Context: an optimization exercise on an open-source flow, tuned for small area and a short achievable clock period. The choices shown serve that exercise and are no tape-out recipe.
In this exercise RTL edits were held to simulation tests only and were not proved equivalent to the original.
No activity file was given, so power comes from the tool's default toggle rates.

<file path="design/flow/design.v">
module AXI4StreamMaster (
    clock,
    resetn,
    TDATA, TLAST, TID, TDEST, TVALID, TREADY,
    S_AXI_AWADDR, S_AXI_AWPROT, S_AXI_AWVALID, S_AXI_AWREADY,
    S_AXI_WDATA, S_AXI_WSTRB, S_AXI_WVALID, S_AXI_WREADY,
    S_AXI_BRESP, S_AXI_BVALID, S_AXI_BREADY,
    S_AXI_ARADDR, S_AXI_ARPROT, S_AXI_ARVALID, S_AXI_ARREADY,
    S_AXI_RDATA, S_AXI_RRESP, S_AXI_RVALID, S_AXI_RREADY
);
input  logic [4:0]  S_AXI_AWADDR;
input  logic [2:0]  S_AXI_AWPROT;
input  logic        S_AXI_AWVALID;
output logic        S_AXI_AWREADY;
input  logic [31:0] S_AXI_WDATA;
input  logic [3:0]  S_AXI_WSTRB;
input  logic        S_AXI_WVALID;
output logic        S_AXI_WREADY;
output logic [1:0]  S_AXI_BRESP;
output logic        S_AXI_BVALID;
input  logic        S_AXI_BREADY;
input  logic [4:0]  S_AXI_ARADDR;
input  logic [2:0]  S_AXI_ARPROT;
input  logic        S_AXI_ARVALID;
output logic        S_AXI_ARREADY;
output logic [31:0] S_AXI_RDATA;
output logic [1:0]  S_AXI_RRESP;
output logic        S_AXI_RVALID;
input  logic        S_AXI_RREADY;
input  logic        clock;
input  logic        resetn;
output logic [31:0] TDATA;
output logic        TLAST;
output logic [1:0]  TID;
output logic [1:0]  TDEST;
output logic        TVALID;
input  logic        TREADY;
logic [31:0] reg_control;
logic [31:0] reg_num_bytes;
logic [1:0]  dest_lo;
logic [31:2] dest_hi;
logic        ctrl_wr, dest_wr;
logic        wready;
logic        sel_ctrl, sel_nb, sel_dest;
logic        bvalid;
logic        rvalid;
logic [31:0] rdata;
logic        start;
logic        busy;
logic [31:0] cnt;
wire aw_hs = S_AXI_AWVALID & ~wready;
wire w_hs  = S_AXI_WVALID & wready;
wire we_ctrl = w_hs & sel_ctrl;
wire we_nb   = w_hs & sel_nb;
wire we_dest = w_hs & sel_dest;
assign S_AXI_AWREADY = ~wready;
assign S_AXI_WREADY  = wready;
assign S_AXI_BVALID  = bvalid;
assign S_AXI_BRESP   = 2'b00;
assign S_AXI_ARREADY = ~rvalid;
assign S_AXI_RVALID  = rvalid;
assign S_AXI_RDATA   = rdata;
assign S_AXI_RRESP   = 2'b00;
always_ff @(posedge clock) begin
    if (!resetn) begin
        wready <= 1'b0;
        bvalid <= 1'b0;
        rvalid <= 1'b0;
        start  <= 1'b0;
        busy   <= 1'b0;
        ctrl_wr <= 1'b0;
        dest_wr <= 1'b0;
        reg_num_bytes <= '0;
        dest_lo <= 2'b00;
    end else begin
        wready <= wready ? ~S_AXI_WVALID : S_AXI_AWVALID;
        bvalid <= w_hs | (bvalid & ~S_AXI_BREADY);
        rvalid <= rvalid ? ~S_AXI_RREADY : S_AXI_ARVALID;
        start  <= we_ctrl & S_AXI_WDATA[0];
        busy   <= start | (busy & ~(TLAST & TREADY));
        if (we_ctrl) ctrl_wr <= 1'b1;
        if (we_dest) dest_wr <= 1'b1;
        if (we_nb)   reg_num_bytes <= S_AXI_WDATA;
        if (we_dest) dest_lo <= S_AXI_WDATA[1:0];
    end
end
always_ff @(posedge clock) begin
    if (aw_hs) begin
        sel_ctrl <= (S_AXI_AWADDR == 5'h00);
        sel_nb   <= (S_AXI_AWADDR == 5'h10);
        sel_dest <= (S_AXI_AWADDR == 5'h14);
    end
    if (we_ctrl) reg_control <= S_AXI_WDATA;
    if (we_dest) dest_hi <= S_AXI_WDATA[31:2];
end
wire ar_ctrl = (S_AXI_ARADDR == 5'h00) & ctrl_wr;
wire ar_stat = (S_AXI_ARADDR == 5'h04);
wire ar_nb   = (S_AXI_ARADDR == 5'h10);
wire ar_dest = (S_AXI_ARADDR == 5'h14) & dest_wr;
wire [31:0] rd_val = ({32{ar_ctrl}} & reg_control)
                   | ({32{ar_nb}}   & reg_num_bytes)
                   | ({32{ar_dest}} & {dest_hi, dest_lo})
                   | {31'b0, ar_stat & busy};
always_ff @(posedge clock) begin
    if (!rvalid) rdata <= rd_val;
end
always_ff @(posedge clock) begin
    if (start) cnt <= '0;
    else       cnt <= cnt + {31'b0, busy & TREADY};
end
wire [31:0] K = {2'b00, reg_num_bytes[31:2]};
wire [31:0] eqb;
assign eqb[0] = cnt[0] ^ K[0];
genvar gi;
generate
    for (gi = 1; gi < 32; gi = gi + 1) begin : g_eq
        assign eqb[gi] = ~(cnt[gi] ^ K[gi] ^ (cnt[gi-1] & ~K[gi-1]));
    end
endgenerate
assign TVALID = busy;
assign TDATA  = cnt;
assign TLAST  = busy & (&eqb);
assign TDEST  = dest_lo;
assign TID    = 2'b00;
endmodule
</file>
<file path="design/flow/constraint.sdc">
create_clock -name core_clock -period 4.5 [get_ports {clock}]
set_input_delay 0.9000 -clock core_clock [delete_from_list [all_inputs] [get_ports {clock}]]
set_output_delay 0.9000 -clock core_clock [all_outputs]
set_load 0.01 [all_outputs]
</file>
<file path="design/flow/config.mk">
export PLATFORM = sky130hd
export DESIGN_NAME = AXI4StreamMaster
export DESIGN_NICKNAME = AXI4StreamMaster
export VERILOG_FILES = /design/flow/design.v
export SDC_FILE = /design/flow/constraint.sdc
export NUM_CORES = 4
export LEC_CHECK = 0
export CAP_MARGIN = 20
export CORE_MARGIN = 2
export CORE_UTILIZATION = 40
export SLEW_MARGIN = 20
</file>
<file path="design/flow/run.sh">
#!/bin/bash
# synth_recipe.tcl (not shown) runs the flow's synth.tcl, then flattens the netlist and writes it again
# the make line also repeats each setting of config.mk as NAME=value (left out here)
make -C /OpenROAD-flow-scripts/flow DESIGN_CONFIG=/design/flow/config.mk WORK_HOME=/design/flow/orfs CLKGATE_MAP_FILE= SYNTH_SCRIPT=/design/flow/synth_recipe.tcl finish
</file>
==> run summary <==
outcome=timing/DRC/antenna clean; Detail Placement HPWL=11900 um; cts hold-fix bufs=0; Die Ht=139 um; dominant cell type by area after synthesis=edfxtp_1; Seq/Total Area, Yosys=between 60% and 70%; Pleak=3.53 nW; dpl cell area=roughly 8700 um2; Setup Buffers After CTS=0; Worst-Margin Slew=1.00 ns; Max rail drop VDD=0.000253 V; area delta synth->final=28.1%; CTS H-tree depth=4; GRT met1 Usage=22.9%; Gate Count Post-Synth=622; # rows=49; clock root cell=clkbuf_16; Port Buffers=122; Hold WS=0.470 ns; first drt pass iteration count=7; antenna viol nets, final=0; CTS tree=yes; Reg clk slew, reported paths=roughly 0.060 ns; I/O pin total=139; Period minus WS final=3.88 ns; total gr overflow=0; CTS Buf Count=17; top post-synthesis cells by area=edfxtp_1 (40%), dfxtp_1 (20%), ha_1 (5.5%), xor2_1 (4.4%), a222oi_1 (4.3%); Nets=~840; setup ws final=0.615 ns; initial antenna violation count=1; CP delay by family, top=buffers and inverters; layout cells sized above 1=about 6.2%; Via Count=4969; power consumption=about 3.3 mW; worst skew pair latency=~0.42 ns; crit-path cells=inv_1 -> ha_1 -> xor2_1 -> nand4_1 -> a2111oi_0 -> nand4b_1 -> nor2_1 -> clkdlybuf4s50_1; first-pass GRT wire length=27700 um; Setup CP Type=register to output port; number of synthesized register bits=170; fin area=9270 um2; all-layer global routing usage=18.5%; final setup vio count=0; CP max FO=3; fin cells=987; Hold Vio Cnt, Final=0; fill count=1592; worst path required time=between 3 and 4 ns; crit path max-delay cell type=clkdlybuf4s50_1; largest net degree at the start of global routing=36; post-layout utilization of the core=52.0%; DR iter-0 viols=395; final RePlAce weighted congestion=0.842; Num Clock Sinks=170; Detailed Route WL=around 17000 um; die area=19200 um2; syn avg cell area=~12 um2; max incr delay on CP=0.56 ns; post-place setup slack=0.925 ns; met3 usage=4.16%; Clock Skew=between 0.008 and 0.009 ns; Pwr Density=358 nW/um2; MaxCap Viol Count=0; synth warn=1; wire per inst=17.4 um; CP bufs+invs=2; Via density=5.03; worst hold-check path type=register to register; crit path capture type=output port; maximum root-to-sink buffer count=2; Max transition margin=32.6%; Initial Util=40.6%; Slew Limit Fails=0; global route hottest layer=met2; Arr. time, crit path=approximately 3 ns; cell area after synthesis=just over 7000 um2; met2 usage=approximately a third; vias in the first global route=roughly 5200; DRC=0; n_diodes=0; Final Cycle Share=86.3%; Startpoint Class=register; Post-CTS Resized=0; count of different cell masters after synthesis=39; Core Footprint=17800 um2; RSZ-0062 raised after global routing=false; Setup TNS=0 ns; top-area cell type share of the netlist area=40.2%; Die Wd=139 um; fmax=about 260 MHz; Placed Instances=955
==> worst reg2reg max path, stage by stage, from the launching register on <==
cell,delay (ns)
dfxtp_1,0.49
and2_1,0.18
ha_1,0.22
ha_1,0.26
inv_1,0.07
nor4_2,0.87
nand4_1,0.22
xor2_1,0.18
nor2_1,0.05
==> Yosys cell counts <==
| cell type | n |
|---|---|
| xnor2_1 | 22 |
| nand2b_1 | 3 |
| o21ai_0 | 4 |
| dfxtp_1 | 73 |
| nand4_1 | 12 |
| nand3_2 | 1 |
| buf_2 | 1 |
| nand2_1 | 79 |
| a2111oi_0 | 1 |
| clkbuf_1 | 26 |
| and2_1 | 4 |
| and3_2 | 1 |
| nor4_2 | 1 |
| nand3_1 | 14 |
| o31a_1 | 1 |
| mux2i_1 | 2 |
| nor4_1 | 5 |
| nor3b_1 | 1 |
| or3_1 | 2 |
| nor4_4 | 1 |
| a21boi_0 | 33 |
| nand4b_1 | 1 |
| nor3_1 | 3 |
| a21oi_1 | 3 |
| a222oi_1 | 31 |
| nand4_4 | 1 |
| or4_1 | 1 |
| nor2b_1 | 6 |
| xor2_1 | 36 |
| inv_1 | 65 |
| and3_1 | 8 |
| o21a_1 | 3 |
| ha_1 | 32 |
| edfxtp_1 | 97 |
| nor2_1 | 36 |
| buf_4 | 6 |
| a22oi_1 | 1 |
| conb_1 | 1 |
| and4_1 | 4 |
==> sequential cells by signal, indices dropped and copies added, names as in the netlist, 2 cells and up <==
| signal | flops |
|---|---|
| cnt | 32 |
| dest_hi | 30 |
| dest_lo | 2 |
| rdata | 32 |
| reg_control | 32 |
| reg_num_bytes | 32 |
==> routing by layer <==
layer | share of wire (%) | vias to the layer above
met2 | 50 | 139
met5 | 0.076 | -
met3 | 4.7 | 20
met1 | 44 | 2381
met4 | 1.5 | 2
li1 | - | 2427
==> layout make-up <==
class                   instances  area, um2  area share (%)
flip-flops and latches        170       4380            47.2
multi-input cells             359       2500            27.0
repair buffers                132       1300            14.0
clock buffers                  21        450            4.86
well taps                     229        287            3.09
inverters                      65        244            2.63
clock inverters                11        121            1.31
==> logic make-up after synthesis <==
| family | synth area share (%) |
|---|---|
| AO/OA/AOI/OAI | 8.85 |
| XOR/XNOR | 7.02 |
| adder cells (fa/ha/maj) | 5.53 |
| buffers and inverters | 5.41 |
| flip-flops | 60.4 |
| multiplexers | 0.277 |
| other | 0.0518 |
| AND/OR/NAND/NOR | 12.4 |
==> power breakdown <==
part / internal [mW] / switching (mW)
Sequential: 1.69 / 0.0206
Clock: 0.831 / 0.579
Combinational: 0.109 / 0.0974
==> cells in the final DEF (no fill, tap or decap), types with 10 or more instances in the layout <==
master           count
edfxtp_1            97
xnor2_1             22
dfxtp_1             72
clkbuf_16           17
a222oi_1            31
buf_4               10
inv_1               65
a21boi_0            33
nand4_1             12
nand2_1             79
xor2_1              36
nand3_1             14
ha_1                32
nor2_1              34
clkdlybuf4s50_1    122
==> worst paths after layout <==
check / start / endpoint / slack [ns] / cells past startpoint
worst min register to register: dest_wr / dest_wr / 0.47 / 1
worst max-delay path: reg_num_bytes[17] / TLAST / 0.62 / 8
worst min-delay path: dest_wr / dest_wr / 0.47 / 1
worst max register to register: busy / cnt[16] / 1.81 / 8

==> afterwards: timing with drivers on the ports <==
How much do the figures lean on ideal ports? The routed layout below was timed once more, with nothing changed but the port constraints. Step 1 assumes that a clkbuf_16 drives the clock port and a buf_2 every other input. Step 2, shift: input delay + t, output delay - t, t = (earliest + latest rising clock arrival at the registers) / 2. This alone moves slack from input paths to output paths. a / b / c = ideal / step 1 / step 2; a / b = the first two.
shift t [ns]: 0.455
setup slack, ns: 0.615 / 0.576 / 0.915
hold slack, ns: 0.470 / 0.470 / 0.470
latest minus earliest clock arrival (ns): 0.008 / 0.008
cell pins on the clock port's net: 1
After both steps this run still meets setup and hold. For this run, drivers alone change the setup slack by -0.039 ns; drivers and shift together by +0.300 ns.
